Source: an optimization exercise on an open RTL-to-GDS flow (aim: small area, a short achievable clock period and few clock cycles per item). Production flows keep margins and buffers that such runs may drop. No run shown here included a check of the RTL's function; only the layout flow was run. Power is estimated from default activity; no workload was simulated.

==> flow/design.v <==
`timescale 1ns / 1ns
module mat_ops_controller #(
	parameter DATA_LEN = 8,
	parameter N = 8,
	parameter ADDRESS_SIZE = 4
)
(
	input                         i_clk,
	input                         i_rstn,
	input   [DATA_LEN*N-1:0]      i_read_data_A,
	output  [ADDRESS_SIZE-1:0]    o_address_A,
	output                        o_wr_en_A,
	output  [DATA_LEN*N-1:0]      o_write_data_A,
	input   [DATA_LEN*N-1:0]      i_read_data_B,
	output  [ADDRESS_SIZE-1:0]    o_address_B,
	output                        o_wr_en_B,
	output  [DATA_LEN*N-1:0]      o_write_data_B,
	output                        o_done
);
	reg        idle;
	reg        P;
	reg  [8:0] S;
	reg  [2:0] T;
	reg  [2:0] r;
	reg  [2:0] wrow;      
	reg        pa0;       
	wire start = (i_read_data_A[7:0] == 8'd1);
	wire go    = idle && pa0 && start;
	wire r0    = (r == 3'd0);
	wire r7    = (r == 3'd7);
	wire [8:0] S_n;
	assign S_n[0] = P || (go && addr_a[3]) || (S[8] && !r7);
	assign S_n[1] = S[0];
	assign S_n[2] = S[1] && !r0;
	assign S_n[3] = (S[1] && r0) || S[2];
	assign S_n[8:4] = S[7:3];
	wire [2:0] T_n = {T[1:0], S[8] && r7};
	wire       idle_n = (idle && !go) || T[2];
	wire [2:0] r_n    = S[8] ? r + 3'd1 : r;
	wire [2:0] wrow_n = S[8] ? r : wrow;
	wire       wb_n   = S_n[2] || T_n[2];
	wire [2:0] k_n    = {S_n[5] | S_n[6] | S_n[7] | S_n[8],
	                     S_n[3] | S_n[4] | S_n[7] | S_n[8],
	                     S_n[1] | S_n[4] | S_n[6] | S_n[8]};
	wire       ra_n   = go || (|S_n[7:0]) || (S_n[8] && !r7) || T[2];
	wire [2:0] rowa_n = S_n[8] ? r_n + 3'd1 : r_n;
	reg  [3:0] addr_a;
	reg  [3:0] addr_b;
	reg        wr_b;
	reg        done;
	reg        v0;
	reg        f0;
	always @(posedge i_clk, negedge i_rstn) begin
		if (!i_rstn) begin
			idle   <= 1'b1;
			P      <= 1'b0;
			pa0    <= 1'b1;
			S      <= 9'd0;
			T      <= 3'd0;
			r      <= 3'd0;
			wrow   <= 3'd0;
			addr_a <= 4'd0;
			addr_b <= 4'd0;
			wr_b   <= 1'b0;
			done   <= 1'b0;
		end else begin
			idle   <= idle_n;
			P      <= go && !addr_a[3];
			pa0    <= !addr_a[3];
			S      <= S_n;
			T      <= T_n;
			r      <= r_n;
			wrow   <= wrow_n;
			addr_a <= ra_n ? {1'b1, rowa_n} : 4'd0;
			addr_b <= wb_n ? {1'b1, wrow_n} : {1'b0, k_n};
			wr_b   <= wb_n;
			done   <= T_n[2];
		end
	end
	wire [2:0] k0 = addr_b[2:0];
	reg        h0;
	always @(posedge i_clk) begin
		v0 <= (|S_n) && !S_n[2];
		f0 <= S_n[0];
		h0 <= (|S_n) && !wb_n && (k_n == 3'd0);
	end
	reg                  f1;
	reg  [11:0]          a2, a2n;
	reg                  f2, keep2;
	reg                  h1, h2, hkeep2;
	wire [7:0]           a1 = i_read_data_A[8*k0 +: 8];
	wire [11:0]          a1_enc;
	genvar m;
	generate
		for (m = 0; m < 4; m = m + 1) begin : BOOTH
			wire hi = a1[2*m+1];
			wire md = a1[2*m];
			wire lo = (m == 0) ? 1'b0 : a1[2*m-1];
			assign a1_enc[3*m]   = hi;
			assign a1_enc[3*m+1] = md ^ lo;
			assign a1_enc[3*m+2] = (hi & ~md & ~lo) | (~hi & md & lo);
		end
	endgenerate
	wire [63:0]          acc;
	always @(posedge i_clk) begin
		f1    <= f0;
		f2    <= f1;
		keep2 <= !f1;
		h1    <= h0;
		h2    <= h1;
		hkeep2 <= !h1;
		a2    <= v0 ? a1_enc : 12'd0;
		a2n   <= v0 ? ~a1_enc : 12'hfff;
	end
	genvar j;
	generate
		for (j = 0; j < N; j = j + 1) begin : LANE
			mac_lane #(.KEEP_LOW((j / 2) % 2), .A_LOW(j < N/2 ? 0 : 1)) u_lane (
				.i_clk (i_clk),
				.a     (j < N/2 ? a2 : a2n),
				.b     (i_read_data_B[8*j +: 8]),
				.first (j < 2 ? f2 : j < 4 ? keep2 : j < 6 ? h2 : hkeep2),
				.acc   (acc[8*j +: 8])
			);
		end
	endgenerate
	assign o_address_A    = addr_a;
	assign o_wr_en_A      = done;
	assign o_write_data_A = {(DATA_LEN*N){1'b0}};
	assign o_address_B    = addr_b;
	assign o_wr_en_B      = wr_b;
	assign o_write_data_B = acc;
	assign o_done         = done;
endmodule
module mac_lane #(
	parameter KEEP_LOW = 0,   
	parameter A_LOW    = 0    
) (
	input            i_clk,
	input      [11:0] a,
	input      [7:0] b,
	input            first,
	output reg [7:0] acc
);
	wire [14:0] d;
	reg  [14:0] q;
	wire [11:0] ad = A_LOW ? ~a : a;
	wire neg0 = ad[0];
	wire one0 = ad[1];
	wire two0 = ad[2];
	wire neg1 = ad[3];
	wire one1 = ad[4];
	wire two1 = ad[5];
	wire neg2 = ad[6];
	wire one2 = ad[7];
	wire two2 = ad[8];
	wire neg3 = ad[9];
	wire one3 = ad[10];
	wire two3 = ad[11];
	wire t1;
	wire t2;
	wire t3;
	wire t4;
	wire t5;
	wire t6;
	wire t7;
	wire t8;
	wire t9;
	wire t10;
	wire t11;
	wire t12;
	wire t13;
	wire t14;
	wire t15;
	assign t1 = (neg1 & ~(one1 & b[0])) ^ (((one0 & b[3]) | (two0 & b[2])) ^ neg0);
	assign t2 = (neg1 & ~(one1 & b[0])) & (((one0 & b[3]) | (two0 & b[2])) ^ neg0);
	assign t3 = (one2 & b[0]) ^ (((one0 & b[4]) | (two0 & b[3])) ^ neg0) ^ (((one1 & b[2]) | (two1 & b[1])) ^ neg1);
	assign t4 = ((one2 & b[0]) & (((one0 & b[4]) | (two0 & b[3])) ^ neg0)) | ((one2 & b[0]) & (((one1 & b[2]) | (two1 & b[1])) ^ neg1)) | ((((one0 & b[4]) | (two0 & b[3])) ^ neg0) & (((one1 & b[2]) | (two1 & b[1])) ^ neg1));
	assign t5 = (neg2 & ~(one2 & b[0])) ^ (((one0 & b[5]) | (two0 & b[4])) ^ neg0) ^ (((one1 & b[3]) | (two1 & b[2])) ^ neg1);
	assign t6 = ((neg2 & ~(one2 & b[0])) & (((one0 & b[5]) | (two0 & b[4])) ^ neg0)) | ((neg2 & ~(one2 & b[0])) & (((one1 & b[3]) | (two1 & b[2])) ^ neg1)) | ((((one0 & b[5]) | (two0 & b[4])) ^ neg0) & (((one1 & b[3]) | (two1 & b[2])) ^ neg1));
	assign t7 = (((one2 & b[1]) | (two2 & b[0])) ^ neg2) ^ t4;
	assign t8 = (((one2 & b[1]) | (two2 & b[0])) ^ neg2) & t4;
	assign t9 = (one3 & b[0]) ^ (((one0 & b[6]) | (two0 & b[5])) ^ neg0) ^ (((one1 & b[4]) | (two1 & b[3])) ^ neg1);
	assign t10 = ((one3 & b[0]) & (((one0 & b[6]) | (two0 & b[5])) ^ neg0)) | ((one3 & b[0]) & (((one1 & b[4]) | (two1 & b[3])) ^ neg1)) | ((((one0 & b[6]) | (two0 & b[5])) ^ neg0) & (((one1 & b[4]) | (two1 & b[3])) ^ neg1));
	assign t11 = (((one2 & b[2]) | (two2 & b[1])) ^ neg2) ^ t6 ^ t9;
	assign t12 = ((((one2 & b[2]) | (two2 & b[1])) ^ neg2) & t6) | ((((one2 & b[2]) | (two2 & b[1])) ^ neg2) & t9) | (t6 & t9);
	assign t13 = (neg3 & ~(one3 & b[0])) ^ (((one0 & b[7]) | (two0 & b[6])) ^ neg0) ^ (((one1 & b[5]) | (two1 & b[4])) ^ neg1);
	assign t14 = (((one2 & b[3]) | (two2 & b[2])) ^ neg2) ^ (((one3 & b[1]) | (two3 & b[0])) ^ neg3) ^ t10;
	assign t15 = t13 ^ t14;
	assign d[0] = (one0 & b[0]);
	assign d[1] = (neg0 & ~(one0 & b[0]));
	assign d[2] = (((one0 & b[1]) | (two0 & b[0])) ^ neg0);
	assign d[3] = (one1 & b[0]);
	assign d[4] = (((one0 & b[2]) | (two0 & b[1])) ^ neg0);
	assign d[5] = (((one1 & b[1]) | (two1 & b[0])) ^ neg1);
	assign d[6] = t1;
	assign d[7] = t2;
	assign d[8] = t3;
	assign d[9] = t5;
	assign d[10] = t7;
	assign d[11] = t8;
	assign d[12] = t11;
	assign d[13] = t12;
	assign d[14] = t15;
	always @(posedge i_clk)
		q <= d;
	wire first_q = first;
	wire [7:0] g = (KEEP_LOW ? !first_q : first_q) ? 8'd0 : acc;
	always @(posedge i_clk)
		acc <= g + {q[13] , q[11] , q[9] , q[7] , q[5] , q[3] , q[1] , q[0]} + {q[14] , q[12] , q[10] , q[8] , q[6] , q[4] , q[2] , 1'b0};
endmodule
==> flow/flow/run.sh <==
#!/bin/bash
# The standard layout (the standard.sh, standard synthesis unchanged) with
# the port buffers made from the smallest buffer cell instead of the
# clock-delay buffer that buffer_ports picks by default.
set -euo pipefail
bash standard.sh BUFFER_PORTS_ARGS="-buffer_cell sky130_fd_sc_hd__buf_1" finish > make_finish.log 2>&1
==> flow/standard.sh <==
#!/bin/bash
# synth_recipe.tcl (not shown) runs the flow's synth.tcl, then flattens the netlist and writes it again
# the make line also repeats each setting of config.mk as NAME=value (left out here)
make -C /OpenROAD-flow-scripts/flow DESIGN_CONFIG=/design/flow/config.mk WORK_HOME=/design/flow/orfs CLKGATE_MAP_FILE= SYNTH_SCRIPT=/design/flow/synth_recipe.tcl "${@:-finish}"
==> flow/config.mk <==
export PLATFORM = sky130hd
export DESIGN_NAME = mat_ops_controller
export DESIGN_NICKNAME = mat_ops_controller
export VERILOG_FILES = /design/flow/design.v
export SDC_FILE = /design/flow/constraint.sdc
export NUM_CORES = 4
export LEC_CHECK = 0
export CAP_MARGIN = 20
export CORE_MARGIN = 2
export CORE_UTILIZATION = 40
export CTS_BUF_LIST = sky130_fd_sc_hd__clkbuf_4 sky130_fd_sc_hd__clkbuf_8 sky130_fd_sc_hd__clkbuf_16
export CTS_CLUSTER_DIAMETER = 60
export CTS_CLUSTER_SIZE = 30
export PLACE_DENSITY = 0.6
export SETUP_SLACK_MARGIN = 2.7
export SLEW_MARGIN = 20
==> flow/constraint.sdc <==
create_clock -name core_clock -period 5.0 [get_ports {i_clk}]
set_input_delay 1.0000 -clock core_clock [delete_from_list [all_inputs] [get_ports {i_clk}]]
set_output_delay 1.0000 -clock core_clock [all_outputs]
set_load 0.01 [all_outputs]
==> run summary, run 1 <==
status finished clean; CP startpoint f2$_DFF_P_; Post-synth EDFFs 0; CTS Buffer Depth 3; Fill cells 3,239; CTS Buf Count 23; Hold Crit Start f1$_DFF_P_; Register Area 0.00512 mm2; area of the multi-input gates 0.00808 mm2; Sink Count 246; Final setup viols 0; CP Capture Type flop; CTS tree built; most common cell after layout, fill and taps aside buf_1; register area share after synthesis 0.366; Syn Inst Count 1,319; core box area 0.0343 mm2; row count 68; Max Freq 431 MHz; DIE HEIGHT 190 um; 1st-iter DRT viols 395; Sw Pwr 3.55 mW; M1 WL 13,900 um; routed wl met2 15,500 um; R2R depth 10; #FFs+latches synth 246; share of power burned in registers 0.301; Hold Path End f2$_DFF_P_; Main synth FF type dfxtp_1; CP Launch Type flop; Hold Vio Cnt, Final 0; Pleak 6.95 nW; Vias 9,494; final wirelength 32,000 um; 1st-pass router iterations 5; maximum fanout along the worst path 8; Initial Util 0.404; cell accounting for the most synthesized area dfxtp_1; Worst-Margin Slew 0.712 ns; number of I/O pins 269; PortBufs 204; full die area 0.0361 mm2; Final period util 0.464; Die Span X 190 um; Hold Path Class flop to flop; Yosys top cell area share 0.314; syn avg cell area 10.5 um2; sw frac 0.374; Final nets 1,832; commonest cells after routing, fill and taps aside 203 x buf_1, 202 x dfxtp_1, 170 x xnor2_1; number of nets with antenna violations after routing 0; initial antenna violation count 1; Worst-path clk slew 0.08 ns; worst-skew pair later-pin latency 0.52 ns; Setup Skew 0.0240 ns; gr usage total 0.177; main area contributors after synthesis dfxtp_1 31%, fa_1 13%, xnor2_1 11%, ha_1 6.9%, dfrtp_1 4.9%; share of layout cells above drive strength 1 0.144; DR WL met3 1700 um; Pwr Density 583 mW/mm2; Min Hold Slack 0.344 ns; relative slew slack 0.525; fin util 0.475; maximum vdd drop 0.388 mV; Min Clock Period, post-route 2.32 ns; Vias/cell 4.73; DRC 0; Final TNS setup 0 ns; critical path class flop to flop; vias in the first global route 9,482; RR Endpoint LANE[0].u_lane.acc[7]$_DFF_P_; count of cell types in the netlist 48; design area 0.0163 mm2; ant diodes 0; synth warn 5; Reg-to-Reg Start f2$_DFF_P_; largest net degree at the start of global routing 33; R2R setup slack 2.68 ns; max-cap viol count 0; Gate power share 0.500; WP data required 5.41 ns; Post-DP Area 0.0149 mm2; post-DP HPWL 23,300 um; number of slew-limit violations in the final report 0; post-synthesis cell area 0.0138 mm2; synth-to-layout area growth 17.7%; DR top layer met5; Async SR Flop Fraction 0.118; RSZ-0062 raised after global routing yes; htree depth 1; # hold bufs at CTS 0; clock power share 0.200; Worst Path Arrival 2.73 ns; hold path depth 0; gpl congestion 0.791; CTS root buf clkbuf_16; first-pass GRT wire length 50,400 um; gr ovfl total 0; routed len/inst 15.9 um; Design Power 9.50 mW; internal power 5.95 mW
[routing by layer]
| layer | GRT usage | vias to the layer above |
|---|---|---|
| li1 | - | 4632 |
| met1 | 0.230 | 4520 |
| met2 | 0.307 | 287 |
| met3 | 0.0264 | 53 |
| met4 | 0.0483 | 2 |
| met5 | 0 | - |
[cells by family (layout without fill, tap and decap cells)]
kind of cell / count (synthesis) / in the layout / synth area share
xor gates and xnor gates: 217 / 217 / 0.138
other: 1 / 64 / 0.000271
and+or+nand+nor: 193 / 193 / 0.0730
buffers and inverters: 258 / 430 / 0.0888
DFF: 246 / 246 / 0.366
adders and majority gates: 164 / 164 / 0.196
muxes: 29 / 29 / 0.0375
AOI/OAI and AO/OA: 211 / 211 / 0.0997
[what timing repair did]
action	in CTS	in global routing
setup buffers	24	16
resized for setup	49	38
pin swaps	18	45
setup endpoints to repair	78	30
[worst max path at each step]
stage	to	slack, ns	cells after the start
floorplan	a2n[5]$_SDFF_PN1_	2.61	5
global placement	LANE[0].u_lane.acc[7]$_DFF_P_	2.17	10
detailed placement	LANE[0].u_lane.acc[7]$_DFF_P_	2.09	10
CTS	LANE[0].u_lane.acc[7]$_DFF_P_	2.56	10
global route	LANE[0].u_lane.acc[7]$_DFF_P_	2.57	10
finish	LANE[0].u_lane.acc[7]$_DFF_P_	2.68	10
[power by group through the flow]
| stage | Clock (mW) | Sequential (mW) | Combinational (mW) |
|---|---|---|---|
| after global placement | 0 | 2.91 | 4.17 |
| after detailed placement | 0 | 2.90 | 4.31 |
| after floorplan | 0 | 2.90 | 3.40 |
| final | 1.90 | 2.86 | 4.75 |
| after CTS | 1.95 | 2.86 | 4.49 |
| after global routing | 2.03 | 2.92 | 5.39 |
[cell type report]
cell class,count,area share
clock buffer,23,0.0353
clock inverter,18,0.0157
inverter,138,0.0343
multi-input combinational,878,0.496
sequential,246,0.314
tap,455,0.0349
timing repair buffer,251,0.0696
[registers in the layout, indices dropped and copies added, names as in the netlist, 3 cells and up]
name / count
LANE.u_lane.q: 120
wrow: 3
S: 9
a2: 12
a2n: 12
r: 3
T: 3
addr_b: 4
LANE.u_lane.acc: 64
addr_a: 4
[cells in the mapped netlist (all sizes together), types with 5 or more instances]
library cell and count:
a21o 15, o21bai 8, o22ai 65, mux4 16, nor2b 45, dfxtp 217
dfrtp 27, and2 40, xnor2 172, a21oi 39, nand2 41, a22oi 64
o21ai 13, xor2 44, mux2i 5, clkbuf 40, fa 88, nor2 39
ha 76, buf 80, nand2b 15, mux2 8, inv 138
[metrics by stage]
| step | instances | worst slack [ns] |
|---|---|---|
| floorplan | 1382 | 2.61 |
| global placement | 1928 | 2.17 |
| detailed placement | 1928 | 2.09 |
| CTS | 1993 | 2.56 |
| global route | 2009 | 2.57 |
| finish | 2009 | 2.68 |
[worst max-delay path, cell delays in order (launching register included)]
cell and delay, ns:
dfxtp_4 0.46, nor2b_1 0.09, fa_1 0.48, ha_1 0.23
inv_1 0.08, fa_2 0.20, inv_1 0.04, a21o_1 0.14
a21oi_1 0.24, o21ai_1 0.12, xnor2_1 0.13
==> inputs of run 2 (changes only) <==
--- a/flow/config.mk
+++ b/flow/config.mk
@@ -12,5 +12,5 @@
 export CTS_CLUSTER_DIAMETER = 60
 export CTS_CLUSTER_SIZE = 30
 export PLACE_DENSITY = 0.6
-export SETUP_SLACK_MARGIN = 2.7
+export SETUP_SLACK_MARGIN = 2.5
 export SLEW_MARGIN = 20
==> run summary, run 2 <==
Worst-Margin Slew 0.835 ns (+0.124 ns); Max Freq 420 MHz (-2.6%); Gate power share 0.471 (-0.029); Post-synth EDFFs 0 (unchanged); max reg flops 120 (unchanged); number of slew-limit violations in the final report 0 (unchanged); Die Span X 190 um (unchanged); WP buf/inv 1 (-1); CP Cell Sequence buf_1; Fill cells 3,293 (+1.7%); Min Hold Slack 0.331 ns (-0.0131 ns); initial antenna violation count 0 (-1); most frequent cell after synthesis dfxtp_1; R2R setup slack 2.62 ns (-0.06 ns); post-DP HPWL 23,000 um (-1.4%); DRC 0 (unchanged); Syn Inst Count 1,319 (unchanged); number of I/O pins 269 (unchanged); hold path depth 0 (unchanged); first-pass GRT wire length 48,900 um (-2.9%); gpl congestion 0.836 (+5.7%); max incr delay on CP 0.65 ns (+0.17 ns); synth warn 5 (unchanged); synth-to-layout area growth 13.5%; CP top delay family flip-flops; design area 0.0157 mm2 (-3.6%); DIE HEIGHT 190 um (unchanged); RR Endpoint LANE[3].u_lane.acc[7]$_DFF_P_; htree depth 1 (unchanged); internal power 5.64 mW (-5.2%); largest net degree at the start of global routing 33 (unchanged); CTS root buf clkbuf_16; #FFs+latches synth 246 (unchanged); Post-DP Area 0.0148 mm2 (-1.1%); routed len/inst 15.4 um (-3.6%); Synth top cells by count 217 x dfxtp_1, 172 x xnor2_1, 137 x inv_1; main area contributors after synthesis dfxtp_1 31%, fa_1 13%, xnor2_1 11%, ha_1 6.9%, dfrtp_1 4.9%; Hold Path Class flop to flop; Regs by FF count LANE.u_lane.q (120), LANE.u_lane.acc (64); ant diodes 0 (unchanged); fin util 0.458 (-0.0172); vias in the first global route 9,520 (+0.40%); Sw Pwr 3.36 mW (-5.3%); Worst-path clk slew 0.08 ns (about the same); RSZ-0062 raised after global routing yes; Pleak 6.77 nW (-2.7%); 1st-iter DRT viols 402 (+1.8%); Worst Path Arrival 1.38 ns (-1.35 ns); maximum fanout along the worst path 17 (+9); Hold Crit Start f0$_DFF_P_; Async SR Flop Fraction 0.118 (unchanged); worst-skew pair later-pin latency 0.54 ns (+0.02 ns); Setup Skew 0.0330 ns (+0.00908 ns); gr usage total 0.169 (-0.00824); final wirelength 30,400 um (-5.0%); Vias 9,316 (-1.9%); share of layout cells above drive strength 1 0.0675 (-0.0766); status finished clean; Min Clock Period, post-route 2.38 ns (+0.0617 ns); CP Capture Type output pin; Final period util 0.477 (+0.0123); maximum vdd drop 0.314 mV (-19%); register area share after synthesis 0.366 (unchanged); commonest cells after routing, fill and taps aside 206 x dfxtp_1, 204 x buf_1, 172 x xnor2_1; syn avg cell area 10.5 um2 (unchanged); 1st-pass router iterations 6 (+1); Initial Util 0.404 (unchanged); gr ovfl total 0 (unchanged); Sink Count 246 (unchanged); sw frac 0.374 (about the same); Reg-to-Reg Start keep2$_DFF_P_; Vias/cell 4.71 (-0.44%); Yosys top cell area share 0.314 (unchanged); max-cap viol count 0 (unchanged); Final TNS setup 0 ns (unchanged); Pwr Density 573 mW/mm2 (-1.7%); count of cell types in the netlist 48 (unchanged); CTS Buffer Depth 3 (unchanged); Hold Path End f1$_DFF_P_; # hold bufs at CTS 0 (unchanged); clock power share 0.212 (+0.012); relative slew slack 0.442 (-0.0825); critical path class flop to output pin; CTS Buf Count 24 (+4.3%); Main synth FF type dfxtp_1; number of nets with antenna violations after routing 0 (unchanged); CP Launch Type flop; post-synthesis cell area 0.0138 mm2 (unchanged); WP data required 4.00 ns (-1.41 ns); most common cell after layout, fill and taps aside dfxtp_1; CTS tree built; PortBufs 204 (unchanged); row count 68 (unchanged); Final setup viols 0 (unchanged); Biggest register LANE.u_lane.q; R2R depth 10 (unchanged); share of power burned in registers 0.317 (+0.016); core box area 0.0343 mm2 (unchanged); Hold Vio Cnt, Final 0 (unchanged); full die area 0.0361 mm2 (unchanged); Final nets 1,802 (-1.6%); CP max-delay cell dfrtp_2; cell accounting for the most synthesized area dfxtp_1
[run 2: kinds of logic (layout without fill, tap and decap cells)]
family,count (synthesis),in the layout,share of synthesized area
AOI/OAI and AO/OA,211,211,0.0997
DFF,246,246,0.366
and+or+nand+nor,193,193,0.0730
buffers and inverters,258,401,0.0888
muxes,29,29,0.0375
xor gates and xnor gates,217,217,0.138
adders and majority gates,164,164,0.196
other,1,64,0.000271
[run 2: power by group through the flow]
stage                     Combinational [mW]  Sequential, mW  Clock, mW
final                                   4.24            2.86       1.91
after global routing                    4.88            2.92       2.06
after CTS                               4.28            2.86       1.97
after detailed placement                4.24            2.91          0
after global placement                  4.13            2.91          0
after floorplan                         3.35            2.90          0
[run 2: metal layers]
layer | share of wire | routed length, um | vias to the layer above | GRT usage
met5 | 0 | 0 | - | 0
met2 | 0.47 | 14200 | 313 | 0.284
met1 | 0.45 | 13500 | 4380 | 0.224
met3 | 0.056 | 1690 | 53 | 0.0221
li1 | - | - | 4570 | -
met4 | 0.031 | 935 | 0 | 0.0558
[run 2: worst register-to-register path, delay by kind of cell (launching register included)]
family | cells | cell delay [ns]
adders and majority gates | 3 | 1.12
DFF | 1 | 0.39
AOI/OAI and AO/OA | 3 | 0.36
and+or+nand+nor | 1 | 0.17
buffers and inverters | 2 | 0.13
xor gates and xnor gates | 1 | 0.08
[run 2: timing repair]
action,CTS,global route
endpoints found under the setup margin,54,20
buffers inserted,0,9
pin swaps,0,3
hold endpoints to repair,0,0
gates resized for setup,17,12
[run 2: cell type report]
cell class | count | area, um2 | share of cell area
sequential | 246 | 5100 | 0.325
tap | 455 | 569 | 0.0362
multi-input combinational | 878 | 7790 | 0.496
inverter | 138 | 518 | 0.0330
clock inverter | 17 | 210 | 0.0134
timing repair buffer | 220 | 886 | 0.0564
clock buffer | 26 | 633 | 0.0403
[run 2: worst max-delay path by stage]
| stage | from | endpoint | slack, ns | cells after the start |
|---|---|---|---|---|
| finish | addr_b[2]$_DFF_PN0_ | o_address_B[2] | 2.62 | 1 |
| global route | f2$_DFF_P_ | LANE[0].u_lane.acc[7]$_DFF_P_ | 2.40 | 10 |
| CTS | addr_b[1]$_DFF_PN0_ | o_address_B[1] | 2.47 | 1 |
| detailed placement | f2$_DFF_P_ | LANE[1].u_lane.acc[7]$_DFF_P_ | 2.19 | 10 |
| global placement | hkeep2$_DFF_P_ | LANE[7].u_lane.acc[7]$_DFF_P_ | 2.33 | 9 |
| floorplan | a2[0]$_SDFF_PN0_ | LANE[2].u_lane.q[14]$_DFF_P_ | 2.54 | 8 |
[run 2: per-stage QoR]
stage,cells,total power [mW],setup WS [ns]
final,1980,9.00,2.62
after global routing,1980,9.86,2.40
after CTS,1971,9.12,2.47
after detailed placement,1928,7.15,2.19
after global placement,1928,7.03,2.33
after floorplan,1382,6.25,2.54
==> inputs of run 3 (changes only) <==
--- a/flow/config.mk
+++ b/flow/config.mk
@@ -12,5 +12,5 @@
 export CTS_CLUSTER_DIAMETER = 60
 export CTS_CLUSTER_SIZE = 30
 export PLACE_DENSITY = 0.6
-export SETUP_SLACK_MARGIN = 2.5
+export SETUP_SLACK_MARGIN = 2.6
 export SLEW_MARGIN = 20
==> run summary, run 3 <==
number of I/O pins 269 (unchanged); full die area 0.0361 mm2 (unchanged); share of layout cells above drive strength 1 0.0967 (+0.0291); commonest cells after routing, fill and taps aside 206 x dfxtp_1, 204 x buf_1, 172 x xnor2_1; maximum fanout along the worst path 6 (-11); Pleak 6.88 nW (+1.6%); WP buf/inv 2 (+1); Worst setup endpoint LANE[0].u_lane.acc[7]$_DFF_P_; gr ovfl total 0 (unchanged); Vias/cell 4.76 (+1.1%); max reg flops 120 (unchanged); cell accounting for the most synthesized area dfxtp_1; Yosys top cell area share 0.314 (unchanged); post-synthesis cell area 0.0138 mm2 (unchanged); most frequent cell after synthesis dfxtp_1; Worst Path Arrival 2.82 ns (+1.44 ns); #FFs+latches synth 246 (unchanged); CP Capture Type flop; WP depth 10 (+9); Initial Util 0.404 (unchanged); DRC 0 (unchanged); core box area 0.0343 mm2 (unchanged); Fill cells 3,211 (-2.5%); most common cell after layout, fill and taps aside dfxtp_1; vias in the first global route 9,615 (+1.0%); R2R depth 10 (unchanged); CP Cell Sequence nor2b_1 > fa_1 > ha_1 > inv_1 > fa_1 > inv_1 > a21o_1 > a21oi_2 > o21ai_0 > xnor2_1; Worst-Margin Slew 0.749 ns (-0.0863 ns); Hold Path Class flop to flop; RSZ-0062 raised after global routing yes; largest net degree at the start of global routing 33 (unchanged); CTS root buf clkbuf_16; CTS tree built; Min Clock Period, post-route 2.39 ns (+0.00507 ns); initial antenna violation count 0 (unchanged); 1st-pass router iterations 5 (-1); Hold Vio Cnt, Final 0 (unchanged); gr usage total 0.174 (+0.00504); Pwr Density 578 mW/mm2 (+0.87%); Post-synth EDFFs 0 (unchanged); M1 WL 13,400 um (-0.92%); final wirelength 30,700 um (+0.92%); register area share after synthesis 0.366 (unchanged); Reg-to-Reg Start f2$_DFF_P_; Max Freq 419 MHz (-0.21%); count of cell types in the netlist 48 (unchanged); maximum vdd drop 0.286 mV (-8.9%); Syn Inst Count 1,319 (unchanged); Biggest register LANE.u_lane.q; synth warn 5 (unchanged); gpl congestion 0.815 (-2.5%); Non-Filler Instances 1,997 (+0.86%); DIE HEIGHT 190 um (unchanged); max incr delay on CP 0.55 ns (-0.10 ns); Die Span X 190 um (unchanged); Setup Skew 0.0221 ns (-0.0109 ns); post-DP HPWL 22,800 um (-0.94%); worst-skew pair later-pin latency 0.54 ns (about the same); max-cap viol count 0 (unchanged); main area contributors after synthesis dfxtp_1 31%, fa_1 13%, xnor2_1 11%, ha_1 6.9%, dfrtp_1 4.9%; Synth top cells by count 217 x dfxtp_1, 172 x xnor2_1, 137 x inv_1; Vias 9,504 (+2.0%); number of slew-limit violations in the final report 0 (unchanged); CTS Buf Count 24 (unchanged); CP Launch Type flop; PortBufs 204 (unchanged); row count 68 (unchanged); CP max-delay cell fa_1; number of nets with antenna violations after routing 0 (unchanged); Final setup viols 0 (unchanged); Final nets 1,817 (+0.83%); syn avg cell area 10.5 um2 (unchanged); WP data required 5.43 ns (+1.43 ns); CP startpoint f2$_DFF_P_; first-pass GRT wire length 50,000 um (+2.3%); status finished clean; CP top delay family adder cells; routed wl met2 14,700 um (+3.3%); Design Power 9.24 mW (+2.6%); Regs by FF count LANE.u_lane.q (120), LANE.u_lane.acc (64); relative slew slack 0.500 (+0.0576); RR Endpoint LANE[0].u_lane.acc[7]$_DFF_P_; htree depth 1 (unchanged); Final period util 0.478 (+0.00101); DR WL met3 1760 um (+4.0%); DR top layer met4; CTS Buffer Depth 3 (unchanged); R2R setup slack 2.61 ns (about the same); routed len/inst 15.4 um (about the same); Sink Count 246 (unchanged); synth-to-layout area growth 15.5%; Main synth FF type dfxtp_1; dpl cells 1,928 (unchanged); Async SR Flop Fraction 0.118 (unchanged); critical path class flop to flop; Final TNS setup 0 ns (unchanged); Worst-path clk slew 0.08 ns (about the same); 1st-iter DRT viols 444 (+10%)
[run 3: cell types whose count changed in the layout (fill, tap and decap cells not counted), sizes merged]
| cell | previous run | this run |
|---|---|---|
| clkinvlp | 2 | 0 |
| buf | 218 | 235 |
| clkbuf | 28 | 26 |
| inv | 151 | 149 |
| clkinv | 2 | 7 |
| diode | 0 | 1 |
[run 3: what timing repair did]
action,4_1_cts,5_1_grt
endpoints found under the setup margin,67,28
hold buffers,0,0
gates resized for setup,24,35
pin swaps,3,15
setup buffers,15,9
[run 3: cells by family (layout without fill, tap and decap cells)]
kind of cell,count (synthesis),in the layout,synth area share
muxes,29,29,0.0375
xor gates and xnor gates,217,217,0.138
AOI/OAI and AO/OA,211,211,0.0997
DFF,246,246,0.366
adders and majority gates,164,164,0.196
buffers and inverters,258,417,0.0888
other,1,65,0.000271
and+or+nand+nor,193,193,0.0730
[run 3: final cells by class]
type                            count  area [um2]  area share
Multi-Input combinational cell    878        7890       0.493
Sequential cell                   246        5110       0.320
Timing Repair Buffer              235        1010      0.0633
Clock buffer                       26         633      0.0396
Tap cell                          455         569      0.0356
Inverter                          138         518      0.0324
Clock inverter                     18         255      0.0160
Antenna cell                        1        2.50    0.000157
[run 3: routing by layer]
layer	up-vias	global-route usage
li1	4615	-
met1	4519	0.230
met2	327	0.292
met3	43	0.0271
met4	0	0.0546
met5	-	0
[run 3: through the flow]
step / hold slack (ns) / utilization / setup WS [ns] / instance area [um2]
5_1_grt: 0.337 / 0.466 / 2.47 / 16000
3_3_place_gp: 0.313 / 0.430 / 2.22 / 14800
4_1_cts: 0.333 / 0.461 / 2.58 / 15800
3_5_place_dp: 0.313 / 0.430 / 2.14 / 14800
6_report: 0.334 / 0.466 / 2.61 / 16000
2_1_floorplan: 0.310 / - / 2.57 / 14100
[run 3: where the power goes]
group          total (mW)  switching [mW]  internal, mW
Combinational        4.43            2.23          2.19
Sequential           2.84           0.296          2.55
Clock                1.97           0.953          1.01
Total                9.24            3.48          5.76
[run 3: worst reg2reg max path, cell delays in order (launching register included)]
cell and delay, ns:
dfxtp_4 0.40, nor2b_1 0.08, fa_1 0.55, ha_1 0.19
inv_1 0.07, fa_1 0.41, inv_1 0.09, a21o_1 0.13
a21oi_2 0.08, o21ai_0 0.21, xnor2_1 0.09
[run 3: worst min path at each step]
| stage | depth (start not counted) | to | start | slack (ns) |
|---|---|---|---|---|
| final | 0 | f1$_DFF_P_ | f0$_DFF_P_ | 0.33 |
| after global routing | 0 | f1$_DFF_P_ | f0$_DFF_P_ | 0.34 |
| after CTS | 0 | f1$_DFF_P_ | f0$_DFF_P_ | 0.33 |
| after detailed placement | 0 | f1$_DFF_P_ | f0$_DFF_P_ | 0.31 |
| after global placement | 0 | f1$_DFF_P_ | f0$_DFF_P_ | 0.31 |
| after floorplan | 0 | f1$_DFF_P_ | f0$_DFF_P_ | 0.31 |
==> inputs of run 4 (changes only) <==
--- a/flow/design.v
+++ b/flow/design.v
@@ -22,7 +22,6 @@
 	reg  [8:0] S;
 	reg  [2:0] T;
 	reg  [2:0] r;
-	reg  [2:0] wrow;      
 	reg        pa0;       
 	wire start = (i_read_data_A[7:0] == 8'd1);
 	wire go    = idle && pa0 && start;
@@ -37,7 +36,7 @@
 	wire [2:0] T_n = {T[1:0], S[8] && r7};
 	wire       idle_n = (idle && !go) || T[2];
 	wire [2:0] r_n    = S[8] ? r + 3'd1 : r;
-	wire [2:0] wrow_n = S[8] ? r : wrow;
+	wire [2:0] wrow_n = r_n - 3'd1;     
 	wire       wb_n   = S_n[2] || T_n[2];
 	wire [2:0] k_n    = {S_n[5] | S_n[6] | S_n[7] | S_n[8],
 	                     S_n[3] | S_n[4] | S_n[7] | S_n[8],
@@ -58,7 +57,6 @@
 			S      <= 9'd0;
 			T      <= 3'd0;
 			r      <= 3'd0;
-			wrow   <= 3'd0;
 			addr_a <= 4'd0;
 			addr_b <= 4'd0;
 			wr_b   <= 1'b0;
@@ -70,16 +68,16 @@
 			S      <= S_n;
 			T      <= T_n;
 			r      <= r_n;
-			wrow   <= wrow_n;
 			addr_a <= ra_n ? {1'b1, rowa_n} : 4'd0;
 			addr_b <= wb_n ? {1'b1, wrow_n} : {1'b0, k_n};
 			wr_b   <= wb_n;
 			done   <= T_n[2];
 		end
 	end
-	wire [2:0] k0 = addr_b[2:0];
+	reg  [2:0] k0;
 	reg        h0;
 	always @(posedge i_clk) begin
+		k0 <= k_n;
 		v0 <= (|S_n) && !S_n[2];
 		f0 <= S_n[0];
 		h0 <= (|S_n) && !wb_n && (k_n == 3'd0);
==> run summary, run 4 <==
max incr delay on CP 0.48 ns (-0.07 ns); Final period util 0.470 (-0.00753); Register Area 0.00509 mm2 (-0.39%); final wirelength 31,300 um (+1.9%); DRC 0 (unchanged); RSZ-0062 raised after global routing yes; vias in the first global route 9,512 (-1.1%); Final TNS setup 0 ns (unchanged); relative slew slack 0.478 (-0.0223); WP buf/inv 0 (-2); main area contributors after synthesis dfxtp_1 32%, fa_1 13%, xnor2_1 11%, ha_1 7.0%, dfrtp_1 4.3%; CTS Buffer Depth 3 (unchanged); Regs by FF count LANE.u_lane.q (120), LANE.u_lane.acc (64); gpl congestion 0.846 (+3.8%); DIE HEIGHT 190 um (about the same); CP Launch Type flop; number of I/O pins 269 (unchanged); max reg flops 120 (unchanged); post-DP HPWL 23,300 um (+2.3%); critical path class flop to flop; Fill cells 3,254 (+1.3%); commonest cells after routing, fill and taps aside 204 x dfxtp_1, 204 x buf_1, 176 x xnor2_1; row count 68 (unchanged); Hold Path Class flop to flop; Hold Vio Cnt, Final 0 (unchanged); Main synth FF type dfxtp_1; CP max-delay cell fa_1; CP top delay family adder cells; routed len/inst 15.8 um (+2.5%); largest net degree at the start of global routing 33 (unchanged); Yosys top cell area share 0.319 (+0.00480); Syn Inst Count 1,314 (-0.38%); maximum vdd drop 0.300 mV (+4.9%); gr usage total 0.172 (-0.00173); fin util 0.461 (-0.00467); synth warn 5 (unchanged); #FFs+latches synth 246 (unchanged); Min Clock Period, post-route 2.35 ns (-0.0377 ns); R2R setup slack 2.65 ns (+0.04 ns); Sink Count 246 (unchanged); Worst-path clk slew 0.08 ns (about the same); CP Capture Type flop; Post-synth EDFFs 0 (unchanged); CP Cell Sequence and2_1 > fa_1 > ha_2 > fa_2 > a21o_1 > a21oi_2 > o21bai_1 > a21oi_2 > xnor2_1; Vias/cell 4.77 (+0.18%); maximum fanout along the worst path 9 (+3); Final setup viols 0 (unchanged); Max Freq 425 MHz (+1.6%); post-synthesis cell area 0.0138 mm2 (-0.14%); Synth top cells by count 220 x dfxtp_1, 177 x xnor2_1, 127 x inv_1; CTS root buf clkbuf_16; CTS tree built; first-pass GRT wire length 49,700 um (-0.62%); Async SR Flop Fraction 0.106 (-0.0122); core box area 0.0343 mm2 (unchanged); CTS Buf Count 22 (-8.3%); initial antenna violation count 0 (unchanged); worst-skew pair later-pin latency 0.52 ns (-0.02 ns); syn avg cell area 10.5 um2 (+0.24%); status finished clean; WP data required 5.44 ns (about the same); synth-to-layout area growth 14.5%; Worst Path Arrival 2.79 ns (-0.03 ns); Biggest register LANE.u_lane.q; Setup Skew 0.0202 ns (-0.00198 ns); Pleak 6.66 nW (-3.1%); Die Span X 190 um (about the same); critical path's most frequent cell a21oi_2; count of cell types in the netlist 48 (unchanged); number of slew-limit violations in the final report 0 (unchanged); most frequent cell after synthesis dfxtp_1; register area share after synthesis 0.366 (-0.000556); 1st-pass router iterations 5 (unchanged); number of nets with antenna violations after routing 0 (unchanged); share of layout cells above drive strength 1 0.0955 (-0.00120); 1st-iter DRT viols 418 (-5.9%); Worst-Margin Slew 0.783 ns (+0.0334 ns); htree depth 1 (unchanged); Initial Util 0.403 (-0.000584); cell accounting for the most synthesized area dfxtp_1; max-cap viol count 0 (unchanged); Vias 9,459 (-0.47%); Final nets 1,809 (-0.44%); gr ovfl total 0 (unchanged); ant diodes 0 (-1); area of the multi-input gates 0.00796 mm2 (+0.98%); Pwr Density 584 mW/mm2 (+0.99%); full die area 0.0361 mm2 (-0.14%); PortBufs 204 (unchanged)
[run 4: cell type report]
| type | instances | share of cell area |
|---|---|---|
| tap | 455 | 0.0360 |
| inverter | 127 | 0.0301 |
| clock inverter | 16 | 0.0127 |
| clock buffer | 23 | 0.0364 |
| multi-input combinational | 888 | 0.503 |
| sequential | 246 | 0.322 |
| timing repair buffer | 229 | 0.0601 |
[run 4: where the power goes]
group	internal (mW)	total [mW]	switching, mW	leakage (nW)
registers	2.54	2.87	0.325	2.17
clock network	0.945	1.80	0.854	0.374
logic	2.25	4.57	2.32	4.12
total	5.74	9.24	3.49	6.66
[run 4: per-stage QoR]
| step | cells | power (mW) | worst slack (ns) | cell area, um2 | hold WS (ns) |
|---|---|---|---|---|---|
| after floorplan | 1377 | 6.28 | 2.59 | 14100 | 0.310 |
| after global placement | 1926 | 7.13 | 2.24 | 14700 | 0.313 |
| after detailed placement | 1926 | 7.23 | 2.20 | 14700 | 0.324 |
| after CTS | 1977 | 9.14 | 2.54 | 15600 | 0.353 |
| after global routing | 1984 | 10.1 | 2.53 | 15800 | 0.366 |
| final | 1984 | 9.24 | 2.65 | 15800 | 0.348 |
[run 4: worst register-to-register path: stages, from the launching register on]
cell and delay (ns):
dfxtp_4 0.38, and2_1 0.16, fa_1 0.48, ha_2 0.21, fa_2 0.34, a21o_1 0.18
a21oi_2 0.15, o21bai_1 0.09, a21oi_2 0.15, xnor2_1 0.13
[run 4: repair_timing]
action,CTS,global route
hold buffers,0,0
buffers inserted,12,7
pin swaps,1,28
setup endpoints to repair,54,22
gates resized for setup,25,44
[run 4: kinds of logic after synthesis]
family | share of synthesized area
simple gates | 0.0767
mux | 0.0330
compound gates | 0.105
other cells | 0.000271
buf+inv | 0.0861
xor+xnor | 0.136
flops | 0.366
fa+ha+maj | 0.197
[run 4: worst paths after layout]
| kind | cells past startpoint | endpoint | from |
|---|---|---|---|
| min in group asynchronous | 2 | addr_b[2]$_DFF_PN0_ | i_rstn |
| max in group asynchronous | 2 | pa0$_DFF_PN1_ | i_rstn |
| worst max-delay path | 9 | LANE[2].u_lane.acc[7]$_DFF_P_ | keep2$_DFF_P_ |
| worst min-delay path | 0 | f1$_DFF_P_ | f0$_DFF_P_ |
| worst max register to register | 9 | LANE[2].u_lane.acc[7]$_DFF_P_ | keep2$_DFF_P_ |
| worst min register to register | 0 | f1$_DFF_P_ | f0$_DFF_P_ |
[run 4: metal layers]
metal  GRT usage  up-vias  share of wire
li1            -     4615              -
met3      0.0266       42          0.053
met4      0.0411        0          0.020
met5           0        -              0
met1       0.231     4524           0.45
met2       0.292      278           0.48
==> inputs of run 5 (changes only) <==
--- a/flow/design.v
+++ b/flow/design.v
@@ -75,17 +75,14 @@
 		end
 	end
 	reg  [2:0] k0;
-	reg        h0;
 	always @(posedge i_clk) begin
 		k0 <= k_n;
 		v0 <= (|S_n) && !S_n[2];
 		f0 <= S_n[0];
-		h0 <= (|S_n) && !wb_n && (k_n == 3'd0);
 	end
 	reg                  f1;
-	reg  [11:0]          a2, a2n;
+	reg  [11:0]          a2;
 	reg                  f2, keep2;
-	reg                  h1, h2, hkeep2;
 	wire [7:0]           a1 = i_read_data_A[8*k0 +: 8];
 	wire [11:0]          a1_enc;
 	genvar m;
@@ -104,20 +101,16 @@
 		f1    <= f0;
 		f2    <= f1;
 		keep2 <= !f1;
-		h1    <= h0;
-		h2    <= h1;
-		hkeep2 <= !h1;
 		a2    <= v0 ? a1_enc : 12'd0;
-		a2n   <= v0 ? ~a1_enc : 12'hfff;
 	end
 	genvar j;
 	generate
 		for (j = 0; j < N; j = j + 1) begin : LANE
-			mac_lane #(.KEEP_LOW((j / 2) % 2), .A_LOW(j < N/2 ? 0 : 1)) u_lane (
+			mac_lane #(.KEEP_LOW(j < N/2 ? 0 : 1)) u_lane (
 				.i_clk (i_clk),
-				.a     (j < N/2 ? a2 : a2n),
+				.a     (a2),
 				.b     (i_read_data_B[8*j +: 8]),
-				.first (j < 2 ? f2 : j < 4 ? keep2 : j < 6 ? h2 : hkeep2),
+				.first (j < N/2 ? f2 : keep2),
 				.acc   (acc[8*j +: 8])
 			);
 		end
--- a/flow/config.mk
+++ b/flow/config.mk
@@ -12,5 +12,5 @@
 export CTS_CLUSTER_DIAMETER = 60
 export CTS_CLUSTER_SIZE = 30
 export PLACE_DENSITY = 0.6
-export SETUP_SLACK_MARGIN = 2.6
+export SETUP_SLACK_MARGIN = 2.5
 export SLEW_MARGIN = 20
==> run summary, run 5 <==
status finished clean; critical path's most frequent cell fa_1; WP data required 5.42 ns (-0.02 ns); gr ovfl total 0 (unchanged); Min Clock Period, post-route 2.49 ns (+0.136 ns); gpl congestion 0.811 (-4.2%); Final period util 0.497 (+0.0271); Reg-to-Reg Start keep2$_DFF_P_; syn avg cell area 10.8 um2 (+2.7%); RSZ-0062 raised after global routing yes; Setup Skew 0.0141 ns (-0.00608 ns); maximum fanout along the worst path 6 (-3); Worst-path clk slew 0.06 ns (-0.02 ns); initial antenna violation count 1 (+1); worst-skew pair later-pin latency 0.53 ns (about the same); first-pass GRT wire length 49,900 um (+0.28%); synth warn 3 (-2); Main synth FF type dfxtp_1; Vias 9,165 (-3.1%); Async SR Flop Fraction 0.113 (+0.00735); 1st-iter DRT viols 401 (-4.1%); CTS Buffer Depth 3 (unchanged); Sink Count 230 (-6.5%); cell accounting for the most synthesized area dfxtp_1; Regs by FF count LANE.u_lane.q (120), LANE.u_lane.acc (64), a2 (12); CTS root buf clkbuf_16; post-synthesis mux area share 0.0394 (+0.00639); area share of fa/ha/maj cells after synthesis 0.203 (+0.00539); Gate power share 0.486 (-0.009); Synth Area in Compound Gates 0.110 (+0.00483); Pleak 6.50 nW (-2.5%); Pwr Density 582 mW/mm2 (-0.33%); share of power burned in registers 0.300 (-0.011); Final TNS setup 0 ns (unchanged); PortBufs 204 (unchanged); Post-synth EDFFs 0 (unchanged); WP buf/inv 2 (+2); max-cap viol count 0 (unchanged); Yosys top cell area share 0.304 (-0.0151); critical path class flop to flop; design area 0.0155 mm2 (-1.8%); maximum vdd drop 0.241 mV (-20%); ant diodes 0 (unchanged); number of I/O pins 269 (unchanged); Final nets 1,739 (-3.9%); Synth top cells by count 204 x dfxtp_1, 172 x xnor2_1, 128 x a22oi_1; CTS Buf Count 26 (+18%); full die area 0.0351 mm2 (-2.6%); routed len/inst 16.6 um (+5.3%); htree depth 1 (unchanged); most frequent cell after synthesis dfxtp_1; main area contributors after synthesis dfxtp_1 30%, fa_1 13%, xnor2_1 11%, ha_1 7.2%, a22oi_1 7.1%; number of slew-limit violations in the final report 0 (unchanged); XOR/XNOR share of the synthesized area 0.139 (+0.00371); CTS tree built; DRC 0 (unchanged); core box area 0.0334 mm2 (-2.7%); Hold Path Class flop to flop; largest family of logic cells by synthesized area adder cells; RR Endpoint LANE[4].u_lane.acc[7]$_DFF_P_; vias in the first global route 9,321 (-2.0%); Syn Inst Count 1,246 (-5.2%); row count 67 (-1.5%); Max Freq 402 MHz (-5.5%); largest net degree at the start of global routing 49 (+48%); R2R depth 10 (+1); number of nets with antenna violations after routing 0 (unchanged); R2R setup slack 2.51 ns (-0.14 ns); post-synthesis cell area 0.0135 mm2 (-2.7%); CP Launch Type flop; CP top delay family adder cells; hold path depth 0 (unchanged); most common cell after layout, fill and taps aside buf_1; Post-DP Area 0.0144 mm2 (-2.1%); Biggest register LANE.u_lane.q; CP Capture Type flop; sw frac 0.369 (-0.00909); Setup WS pre-CTS 1.82 ns (-0.374 ns); internal power 5.71 mW (-0.65%); #FFs+latches synth 230 (-6.5%); gr usage total 0.178 (+0.00604); max incr delay on CP 0.57 ns (+0.09 ns); DIE HEIGHT 187 um (-1.3%); synth-to-layout area growth 15.6%; post-DP HPWL 22,400 um (-3.9%); Final Worst Setup Slack 2.51 ns (-0.136 ns); 1st-pass router iterations 4 (-1); CP max-delay cell fa_1; Die Span X 187 um (-1.3%); Worst Path Arrival 2.91 ns (+0.12 ns); final wirelength 31,700 um (+1.4%); simple-gate share of the synthesized area 0.0779 (+0.00126); max reg flops 120 (unchanged); Initial Util 0.403 (about the same); CP Cell Sequence buf_4 > and2_1 > fa_1 > inv_1 > fa_1 > nor2b_1 > nor3_1 > o21bai_1 > a21oi_1 > xnor2_1; Hold Vio Cnt, Final 0 (unchanged); Worst-Margin Slew 0.765 ns (-0.0179 ns); Final setup viols 0 (unchanged); share of layout cells above drive strength 1 0.0848 (-0.0107); Sw Pwr 3.34 mW (-4.4%); Hold Crit Start f0$_DFF_P_; Min Hold Slack 0.337 ns (-0.0112 ns); clock power share 0.214 (+0.019); count of cell types in the netlist 50 (+4.2%); Design Power 9.04 mW (-2.1%); register area share after synthesis 0.352 (-0.0138); Hold Path End f1$_DFF_P_; commonest cells after routing, fill and taps aside 204 x buf_1, 194 x dfxtp_1, 172 x xnor2_1; Vias/cell 4.80 (+0.59%); relative slew slack 0.490 (+0.0120)
## run 5: cell types whose count changed in the layout (fill, tap and decap cells not counted), moves of 10 or more
cell,previous run,this run
o22ai_1,66,0
a22oi_1,64,128
inv_1,126,89
nor2_1,40,24
dfxtp_1,204,194
## run 5: worst max-delay path by stage
stage	from	end	slack, ns	cells past startpoint
2_1_floorplan	keep2$_DFF_P_	LANE[7].u_lane.acc[7]$_DFF_P_	2.49	11
3_3_place_gp	f2$_DFF_P_	LANE[0].u_lane.acc[7]$_DFF_P_	1.91	11
3_5_place_dp	keep2$_DFF_P_	LANE[7].u_lane.acc[7]$_DFF_P_	1.82	9
4_1_cts	f2$_DFF_P_	LANE[0].u_lane.acc[7]$_DFF_P_	2.44	11
5_1_grt	f2$_DFF_P_	LANE[0].u_lane.acc[7]$_DFF_P_	2.40	11
6_report	keep2$_DFF_P_	LANE[4].u_lane.acc[7]$_DFF_P_	2.51	10
## run 5: power by group through the flow
stage / sequential, mW / clock [mW] / combinational (mW)
floorplan: 2.77 / 0 / 3.35
global placement: 2.77 / 0 / 4.17
detailed placement: 2.76 / 0 / 4.26
CTS: 2.72 / 2.00 / 4.33
global route: 2.77 / 2.08 / 5.06
finish: 2.71 / 1.94 / 4.39
## run 5: logic make-up (layout without fill, tap and decap cells)
group / after synthesis / in the layout
DFF: 230 / 230
adders and majority gates: 165 / 165
buffers and inverters: 210 / 364
xor gates and xnor gates: 211 / 211
AOI/OAI and AO/OA: 214 / 214
other: 1 / 64
muxes: 28 / 28
and+or+nand+nor: 187 / 187
## run 5: area by class of cell
cell class,instances,area [um2]
Inverter,91,342
Sequential cell,230,4760
Fill cell,3218,17800
Multi-Input combinational cell,869,8000
Clock buffer,33,746
Tap cell,448,561
Timing Repair Buffer,226,992
Clock inverter,14,140
## run 5: metrics by stage
| step | cells | util |
|---|---|---|
| 4_1_cts | 1903 | 0.461 |
| 6_report | 1911 | 0.466 |
| 3_3_place_gp | 1853 | 0.432 |
| 3_5_place_dp | 1853 | 0.432 |
| 5_1_grt | 1911 | 0.466 |
| 2_1_floorplan | 1309 | - |
## run 5: per-layer routing
metal  up-vias  global-route usage  wire, um
met1      4397               0.233     14000
met4         0              0.0366       552
met5         -                   0         0
met2       300               0.311     15200
li1       4428                   -         -
met3        40              0.0289      1980
## run 5: what timing repair did
item                       CTS  global route
gates resized for setup     12            26
pin swaps                    2            18
setup buffers                3             8
hold buffers                 0             0
setup endpoints to repair   51            13
## run 5: worst reg2reg max path, cell delays in order (launching register included)
cell	delay, ns
dfxtp_4	0.39
buf_4	0.16
and2_1	0.15
fa_1	0.57
inv_1	0.07
fa_1	0.46
nor2b_1	0.16
nor3_1	0.08
o21bai_1	0.14
a21oi_1	0.09
xnor2_1	0.12
==> inputs of run 6 (changes only) <==
--- a/flow/config.mk
+++ b/flow/config.mk
@@ -5,6 +5,7 @@
 export SDC_FILE = /design/flow/constraint.sdc
 export NUM_CORES = 4
 export LEC_CHECK = 0
+export ABC_AREA = 1
 export CAP_MARGIN = 20
 export CORE_MARGIN = 2
 export CORE_UTILIZATION = 40
==> run summary, run 6 <==
count of cell types in the netlist 37 (-26%); commonest cells after routing, fill and taps aside 487 x nand2_1, 342 x inv_1, 204 x buf_1; number of nets with antenna violations after routing 0 (unchanged); CP Capture Type flop; largest net degree at the start of global routing 49 (unchanged); Async SR Flop Fraction 0.113 (unchanged); max reg flops 120 (unchanged); synth warn 3 (unchanged); relative slew slack 0.458 (-0.0313); full die area 0.0393 mm2 (+12%); Biggest register LANE.u_lane.q; gr ovfl total 0 (unchanged); DRC 0 (unchanged); max-cap viol count 0 (unchanged); post-DP HPWL 28,800 um (+29%); Worst-path clk slew 0.07 ns (about the same); critical path class flop to flop; Setup Skew 0.0336 ns (+0.0195 ns); htree depth 1 (unchanged); RSZ-0062 raised after global routing yes; Setup WS pre-CTS 2.03 ns (+0.212 ns); maximum vdd drop 0.251 mV (+4.0%); Final setup viols 0 (unchanged); syn avg cell area 7.91 um2 (-27%); PortBufs 204 (unchanged); Worst-Margin Slew 0.811 ns (+0.0469 ns); DIE HEIGHT 198 um (+5.9%); post-synthesis cell area 0.0151 mm2 (+12%); #FFs+latches synth 230 (unchanged); CP max-delay cell fa_1; 1st-pass router iterations 5 (+1); Sink Count 230 (unchanged); initial antenna violation count 13 (+12); Post-synth EDFFs 0 (unchanged); CP top delay family buffers and inverters; R2R depth 6 (-4); R2R setup slack 2.57 ns (+0.06 ns); Main synth FF type dfxtp_1; CTS Buf Count 25 (-3.8%); Final TNS setup 0 ns (unchanged); Regs by FF count LANE.u_lane.q (120), LANE.u_lane.acc (64), a2 (12); routed len/inst 14.9 um (-10%); gpl congestion 0.860 (+6.1%); Max Freq 412 MHz (+2.4%); 1st-iter DRT viols 756 (+89%); Synth top cells by count 487 x nand2_1, 344 x inv_1, 204 x dfxtp_1; max incr delay on CP 0.43 ns (-0.14 ns); register area share after synthesis 0.314 (-0.0386); Fill cells 3,807 (+18%); RR Endpoint LANE[6].u_lane.q[12]$_DFF_P_; main area contributors after synthesis dfxtp_1 27%, nand2_1 12%, fa_1 12%, xor2_1 8.6%, inv_1 8.5%; Initial Util 0.404 (+0.000791); Pleak 9.55 nW (+47%); CTS tree built; WP data required 5.42 ns (about the same); WP buf/inv 3 (+1); row count 71 (+6.0%); Vias/cell 4.73 (-1.4%); maximum fanout along the worst path 32 (+26); Design Power 4.69 mW (-48%); first-pass GRT wire length 61,200 um (+23%); Reg-to-Reg Start a2[3]$_SDFF_PN0_; status finished clean; number of I/O pins 269 (unchanged); Yosys top cell area share 0.270 (-0.0333); CP Launch Type flop; most frequent cell after synthesis nand2_1; most common cell after layout, fill and taps aside nand2_1; Worst setup endpoint LANE[6].u_lane.q[12]$_DFF_P_; CP Cell Sequence buf_4 > inv_4 > xor2_1 > fa_1 > inv_1 > fa_1; synth-to-layout area growth 11.6%; Hold Path Class flop to flop; Die Span X 198 um (+5.9%); Final nets 2,386 (+37%); vias in the first global route 12,000 (+29%); gr usage total 0.198 (+0.0200); CTS root buf clkbuf_16; cell accounting for the most synthesized area dfxtp_1; Syn Inst Count 1,909 (+53%); share of layout cells above drive strength 1 0.0493 (-0.0355); Pwr Density 278 mW/mm2 (-52%); worst-skew pair later-pin latency 0.55 ns (+0.02 ns); CP startpoint a2[3]$_SDFF_PN0_; Min Clock Period, post-route 2.43 ns (-0.0591 ns); Hold Vio Cnt, Final 0 (unchanged); final wirelength 39,200 um (+24%); Worst Path Arrival 2.85 ns (-0.06 ns); number of slew-limit violations in the final report 0 (unchanged); CTS Buffer Depth 3 (unchanged); Final period util 0.485 (-0.0118); core box area 0.0374 mm2 (+12%); critical path's most frequent cell fa_1; Vias 12,400 (+35%); Final Worst Setup Slack 2.57 ns (+0.0591 ns); WP depth 6 (-4)
run 6: cell types whose count changed after synthesis, sizes merged, moves of 44 or more:
| cell | previous run | this run |
|---|---|---|
| o22ai | 0 | 88 |
| nand3 | 1 | 103 |
| nor2b | 48 | 0 |
| buf | 83 | 127 |
| xnor2 | 174 | 26 |
| a22oi | 128 | 0 |
| inv | 90 | 353 |
| and2 | 53 | 0 |
| nand2 | 25 | 493 |
| xor2 | 37 | 152 |
run 6: logic make-up after synthesis:
logic type | count (synthesis) | share of synthesized area
xor gates and xnor gates | 178 | 0.105
AOI/OAI and AO/OA | 158 | 0.0631
buffers and inverters | 486 | 0.151
adders and majority gates | 165 | 0.180
DFF | 230 | 0.314
and+or+nand+nor | 691 | 0.187
other | 1 | 0.000248
run 6: metrics by stage:
| stage | instance area, um2 | std cells | util | hold slack, ns |
|---|---|---|---|---|
| after CTS | 16800 | 2616 | 0.449 | 0.354 |
| after floorplan | 15300 | 1972 | - | 0.310 |
| after detailed placement | 15900 | 2564 | 0.424 | 0.337 |
| after global placement | 15900 | 2564 | 0.424 | 0.323 |
| after global routing | 16900 | 2624 | 0.451 | 0.359 |
| final | 16900 | 2626 | 0.451 | 0.349 |
run 6: how the worst min path moves through the flow:
stage	start	endpoint	slack (ns)	depth (start not counted)
final	f0$_DFF_P_	f1$_DFF_P_	0.35	0
after global routing	f0$_DFF_P_	f1$_DFF_P_	0.36	0
after CTS	f0$_DFF_P_	f1$_DFF_P_	0.35	0
after detailed placement	f0$_DFF_P_	f1$_DFF_P_	0.34	0
after global placement	f0$_DFF_P_	f1$_DFF_P_	0.32	0
after floorplan	f0$_DFF_P_	f1$_DFF_P_	0.31	0
run 6: area by class of cell:
type	instances	area [um2]	share of cell area
antenna	5	12.5	0.000742
clock buffer	30	676	0.0401
clock inverter	16	165	0.00979
inverter	353	1350	0.0799
multi-input combinational	1256	8330	0.494
sequential	230	4750	0.282
tap	511	639	0.0379
timing repair buffer	223	923	0.0548
timing repair inverter	2	15.0	0.000890
run 6: repair_timing:
item	4_1_cts	5_1_grt
endpoints found under the setup margin	67	26
cloned	2	0
setup buffers	4	5
gates resized for setup	16	7
hold buffers	0	0
run 6: power by group:
part	switching, mW	total [mW]	leakage [nW]	internal, mW
combinational	0.509	0.800	7.11	0.291
clock	0.865	1.88	0.415	1.01
sequential	0.0663	2.02	2.02	1.95
total	1.44	4.69	9.55	3.25
run 6: worst register-to-register path: cells and delay by family (launching register included):
family	cells	cell delay (ns)
DFF	1	0.31
adders and majority gates	2	0.82
xor gates and xnor gates	1	0.27
buffers and inverters	3	0.90
run 6: metal layers:
metal / routed length [um] / global-route usage / vias to the layer above
li1: - / - / 6090
met2: 18200 / 0.336 / 459
met1: 16200 / 0.246 / 5744
met5: 110 / 0 / -
met4: 1510 / 0.0755 / 16
met3: 3200 / 0.0414 / 107

==> port drivers added, routing unchanged <==
Ports are ideal in the flow. The routed layouts listed here were re-timed in OpenROAD. Step 1, drivers: a clkbuf_16 drives i_clk and a buf_2 each remaining input, both assumed. Step 2 times the ports against the registers' clock, not the clock port: input delays grow and output delays shrink by t, the midpoint of the rising clock arrivals with the driver on. a / b / c = ideal / step 1 / step 2; a / b = the first two.
| run | t, ns | setup slack, ns | worst setup path at the end | latest minus earliest clock arrival (ns) | slew at the worst register clock pin (ns) |
|---|---|---|---|---|---|
| run 1 | 0.563 | 2.678 / 2.678 / 2.315 | input to register | 0.025 / 0.024 | 0.09 / 0.09 |
| run 2 | 0.570 | 2.617 / 2.566 / 2.318 | input to register | 0.035 / 0.035 | 0.09 / 0.09 |
| run 3 | 0.575 | 2.612 / 2.612 / 2.321 | input to register | 0.026 / 0.026 | 0.08 / 0.08 |
| run 4 | 0.562 | 2.649 / 2.649 / 2.342 | input to register | 0.020 / 0.020 | 0.09 / 0.09 |
| run 5 | 0.574 | 2.514 / 2.514 / 2.301 | input to register | 0.020 / 0.020 | 0.07 / 0.07 |
| run 6 | 0.586 | 2.573 / 2.573 / 2.237 | input to register | 0.035 / 0.034 | 0.08 / 0.08 |
After both steps every run listed still meets setup and hold. For run 1, which loses most, drivers alone change the setup slack by 0.000 ns; drivers and shift together by -0.363 ns.
